Source: an optimization exercise on an open RTL-to-GDS flow (aim: small area). Production flows keep margins and buffers that such runs may drop. RTL that was checked went through simulation tests only; none was proved equivalent to the original. No activity file was given, so power comes from the tool's default toggle rates.

==> inputs of v30 <==
## iwm
module iwm
(
	input clk,
	input cep,
	input cen,
	input _reset,
	input selectIWM,
	input _cpuRW,
	input _cpuLDS,
	input [15:0] dataIn,
	input [3:0] cpuAddrRegHi,
	input SEL,  
	input driveSel,  
	output [15:0] dataOut,
	input [1:0] insertDisk,
	output [1:0] diskEject,
	input [1:0] diskSides,
	output [1:0] diskMotor,
	output [1:0] diskAct,
	output [21:0] dskReadAddrInt,
	input dskReadAckInt,
	output [21:0] dskReadAddrExt,
	input dskReadAckExt,
	input [7:0] dskReadData
);
==> flow/config.mk <==
export PLATFORM = sky130hd
export DESIGN_NAME = iwm
export DESIGN_NICKNAME = iwm
export VERILOG_FILES = /design/flow/design.v
export SDC_FILE = /design/flow/constraint.sdc
export NUM_CORES = 4
export LEC_CHECK = 0
export ABC_AREA = 1
export CAP_MARGIN = 20
export CORE_MARGIN = 2
export CORE_UTILIZATION = 40
export CTS_BUF_LIST = sky130_fd_sc_hd__clkbuf_8
export CTS_CLUSTER_DIAMETER = 50
export CTS_CLUSTER_SIZE = 20
export SLEW_MARGIN = 20
==> flow/constraint.sdc <==
create_clock -name core_clock -period 10.0 [get_ports {clk}]
set_input_delay 2.0000 -clock core_clock [delete_from_list [all_inputs] [get_ports {clk}]]
set_output_delay 2.0000 -clock core_clock [all_outputs]
set_load 0.01 [all_outputs]
run.sh (not shown) runs the stock make flow with config.mk's settings and CLKGATE_MAP_FILE= SYNTH_SCRIPT=/design/flow/synth_recipe.tcl, a recipe that flattens the netlist after the stock synthesis.
==> inputs of v9, as changes to v30 <==
--- a/flow/design.v
+++ b/flow/design.v
@@ -32,40 +32,27 @@
 	wire sDSUM = state == STATE_DSUM;
 	wire sDTRL = state == STATE_DTRL;
 	wire sWAIT = state == STATE_WAIT;
 	wire [1:0] cnt = count[1:0];
 	wire [2:0] z = track[6:4];
 	wire [3:0] r = track[3:0];
 	wire [3:0] spt = 4'd12 - {1'b0, z};
-	reg [6:0] kq;   
+	reg [9:0] kz;
 	always @(*) begin
 		case (z)
-			3'd0: kq = 7'd0;
-			3'd1: kq = sides ? 7'd24 : 7'd12;
-			3'd2: kq = sides ? 7'd46 : 7'd23;
-			3'd3: kq = sides ? 7'd66 : 7'd33;
-			default: kq = sides ? 7'd84 : 7'd42;
+			3'd0: kz = 10'd0;
+			3'd1: kz = 10'd192;
+			3'd2: kz = 10'd368;
+			3'd3: kz = 10'd528;
+			default: kz = 10'd672;
 		endcase
 	end
-	wire [4:0] q = sides ? { r, side } : r + side;
-	wire [6:0] q4 = (z == 3'd0) ? { q, 2'b00 } : (z == 3'd1 || z == 3'd2) ? { 1'b0, q, 1'b0 } : 7'd0;
-	wire [4:0] q1 = (z == 3'd1 || z == 3'd3) ? q : 5'd0;
-	wire [10:0] ta = { kq, sector }, tb = { 3'b0, q, 3'b000 }, tc = { 4'b0, q4 }, td = { 6'b0, q1 };
-	wire [10:0] s1 = ta ^ tb ^ tc;
-	wire [10:0] c1 = { (ta[9:0] & tb[9:0]) | (ta[9:0] & tc[9:0]) | (tb[9:0] & tc[9:0]), 1'b0 };
-	wire [10:0] s2 = s1 ^ c1 ^ td;
-	wire [10:0] c2 = { (s1[9:0] & c1[9:0]) | (s1[9:0] & td[9:0]) | (c1[9:0] & td[9:0]), 1'b0 };
-	wire [11:0] rc;
-	wire [10:0] upper;
-	assign rc[0] = 1'b0;
-	genvar gi;
-	generate for (gi = 0; gi < 11; gi = gi + 1) begin : rip
-		assign upper[gi] = s2[gi] ^ c2[gi] ^ rc[gi];
-		assign rc[gi+1] = (s2[gi] & c2[gi]) | (rc[gi] & (s2[gi] ^ c2[gi]));
-	end endgenerate
+	wire [9:0] soff = kz + r * spt;
+	wire [10:0] upper = { 1'b0, soff } + (sides ? { 1'b0, soff } : 11'd0) +
+	                    (side ? { 7'd0, spt } : 11'd0) + { 7'd0, sector };
 	reg [10:0] addr_hi;
 	always @(posedge clk) addr_hi <= upper;
 	reg [8:0] src_offset;
 	reg       src_inc;
 	always @(posedge clk) begin
 		src_inc <= ready & strobe;
 		if (!_reset)
Settings changed: CTS_BUF_LIST sky130_fd_sc_hd__clkbuf_8 to sky130_fd_sc_hd__clkbuf_4, CTS_CLUSTER_DIAMETER 50 to not set, CTS_CLUSTER_SIZE 20 to not set.
==> inputs of v32, as changes to v30 <==
--- a/flow/design.v
+++ b/flow/design.v
@@ -32,40 +32,27 @@
 	wire sDSUM = state == STATE_DSUM;
 	wire sDTRL = state == STATE_DTRL;
 	wire sWAIT = state == STATE_WAIT;
 	wire [1:0] cnt = count[1:0];
 	wire [2:0] z = track[6:4];
 	wire [3:0] r = track[3:0];
 	wire [3:0] spt = 4'd12 - {1'b0, z};
-	reg [6:0] kq;   
+	reg [9:0] kz;
 	always @(*) begin
 		case (z)
-			3'd0: kq = 7'd0;
-			3'd1: kq = sides ? 7'd24 : 7'd12;
-			3'd2: kq = sides ? 7'd46 : 7'd23;
-			3'd3: kq = sides ? 7'd66 : 7'd33;
-			default: kq = sides ? 7'd84 : 7'd42;
+			3'd0: kz = 10'd0;
+			3'd1: kz = 10'd192;
+			3'd2: kz = 10'd368;
+			3'd3: kz = 10'd528;
+			default: kz = 10'd672;
 		endcase
 	end
-	wire [4:0] q = sides ? { r, side } : r + side;
-	wire [6:0] q4 = (z == 3'd0) ? { q, 2'b00 } : (z == 3'd1 || z == 3'd2) ? { 1'b0, q, 1'b0 } : 7'd0;
-	wire [4:0] q1 = (z == 3'd1 || z == 3'd3) ? q : 5'd0;
-	wire [10:0] ta = { kq, sector }, tb = { 3'b0, q, 3'b000 }, tc = { 4'b0, q4 }, td = { 6'b0, q1 };
-	wire [10:0] s1 = ta ^ tb ^ tc;
-	wire [10:0] c1 = { (ta[9:0] & tb[9:0]) | (ta[9:0] & tc[9:0]) | (tb[9:0] & tc[9:0]), 1'b0 };
-	wire [10:0] s2 = s1 ^ c1 ^ td;
-	wire [10:0] c2 = { (s1[9:0] & c1[9:0]) | (s1[9:0] & td[9:0]) | (c1[9:0] & td[9:0]), 1'b0 };
-	wire [11:0] rc;
-	wire [10:0] upper;
-	assign rc[0] = 1'b0;
-	genvar gi;
-	generate for (gi = 0; gi < 11; gi = gi + 1) begin : rip
-		assign upper[gi] = s2[gi] ^ c2[gi] ^ rc[gi];
-		assign rc[gi+1] = (s2[gi] & c2[gi]) | (rc[gi] & (s2[gi] ^ c2[gi]));
-	end endgenerate
+	wire [9:0] soff = kz + r * spt;
+	wire [10:0] upper = { 1'b0, soff } + (sides ? { 1'b0, soff } : 11'd0) +
+	                    (side ? { 7'd0, spt } : 11'd0) + { 7'd0, sector };
 	reg [10:0] addr_hi;
 	always @(posedge clk) addr_hi <= upper;
 	reg [8:0] src_offset;
 	reg       src_inc;
 	always @(posedge clk) begin
 		src_inc <= ready & strobe;
 		if (!_reset)
Settings changed: ABC_AREA 1 to not set, CTS_BUF_LIST sky130_fd_sc_hd__clkbuf_8 to not set, CTS_CLUSTER_DIAMETER 50 to not set, CTS_CLUSTER_SIZE 20 to not set.
==> inputs of v2, as changes to v30 <==
Settings changed: CTS_BUF_LIST sky130_fd_sc_hd__clkbuf_8 to sky130_fd_sc_hd__clkbuf_16, CTS_CLUSTER_DIAMETER 50 to 60, CTS_CLUSTER_SIZE 20 to 30.
==> results.txt <==
item                                                                                                  v32                      v30                       v2                       v9
Area of combinational cells with multiple inputs                                                12080 µm²                10570 µm²                10570 µm²                11290 µm²
GR Layer Usage met1                                                                                24.98%                   25.10%                   25.22%                   24.51%
Top routing layer in use                                                                             met4                     met4                     met4                     met5
Floorplan row count                                                                                    87                       85                       85                       87
Status                                                                            complete, no violations  complete, no violations  complete, no violations  complete, no violations
Worst setup skew after layout                                                                  0.01200 ns               0.02991 ns               0.03151 ns               0.07138 ns
Area post-placement                                                                             24120 µm²                23250 µm²                23250 µm²                24060 µm²
Number of well taps                                                                                   756                      696                      696                      756
Fraction of the mapped netlist area in compound gates                                              16.22%                   12.46%                   12.46%                   11.85%
Detailed-route vias per instance                                                                    5.434                    5.126                    5.156                    5.048
Buffering stage count on the worst path with inverters included                                         3                        5                        5                        4
Setup WS post-layout                                                                             2.905 ns                 3.367 ns                 3.266 ns                 3.462 ns
Reported clock group power                                                                        1.70 mW                  1.23 mW                  1.56 mW                  1.42 mW
Clock input transition at the sequential cells of the worst setup and hold paths                  0.06 ns                  0.08 ns                  0.09 ns                  0.06 ns
Group drawing the most power                                                                    registers                registers                registers      combinational logic
Final layout net count                                                                               2595                     2985                     2976                     3169
Tcrit/Tclk final                                                                                   70.95%                   66.33%                   67.34%                   65.38%
Highest ir drop seen on vdd                                                                     0.1362 mV                0.1112 mV                0.1444 mV                0.2011 mV
Multi-input gate count                                                                               1697                     1907                     1907                     2005
Proportion of cell area spent on the clock network                                                 6.045%                   4.299%                   5.616%                   5.340%
Switching portion of total power                                                                   31.22%                   39.55%                   38.50%                   40.97%
For v9 and v32, only the layout was checked, not whether the RTL still works.

## static timing again, ports no longer ideal
In the flow no input, the clock included, has a driving cell. The finished layouts below were timed again as built, in two steps.
Step 1: set_driving_cell puts a clkbuf_16 on clk and a buf_2 on each other input, an assumption about the parent block.
Step 2 times the ports against the registers' clock, not the clock port: input delays grow and output delays shrink by t, the midpoint of the rising clock arrivals with the driver on.
a / b / c = no drivers / after step 1 / after step 2; a / b = the first two.
| run | shift t [ns] | setup WS [ns] | worst setup path at the end | slew at the worst register clock pin (ns) | worst data-port slew with drivers (ns) |
|---|---|---|---|---|---|
| v30 | 0.693 | 3.367 / 3.395 / 2.703 | input to register | 0.10 / 0.10 | 0.08 |
| v9 | 0.879 | 3.462 / 3.439 / 3.439 | input to output | 0.08 / 0.08 | 0.08 |
| v32 | 0.641 | 2.905 / 2.882 / 2.882 | input to output | 0.06 / 0.06 | 0.08 |
| v2 | 0.629 | 3.266 / 3.298 / 2.669 | input to register | 0.09 / 0.09 | 0.09 |
After both steps every run listed still meets setup and hold. For v30, which loses most, drivers alone change the setup slack by +0.028 ns; drivers and shift together by -0.664 ns.
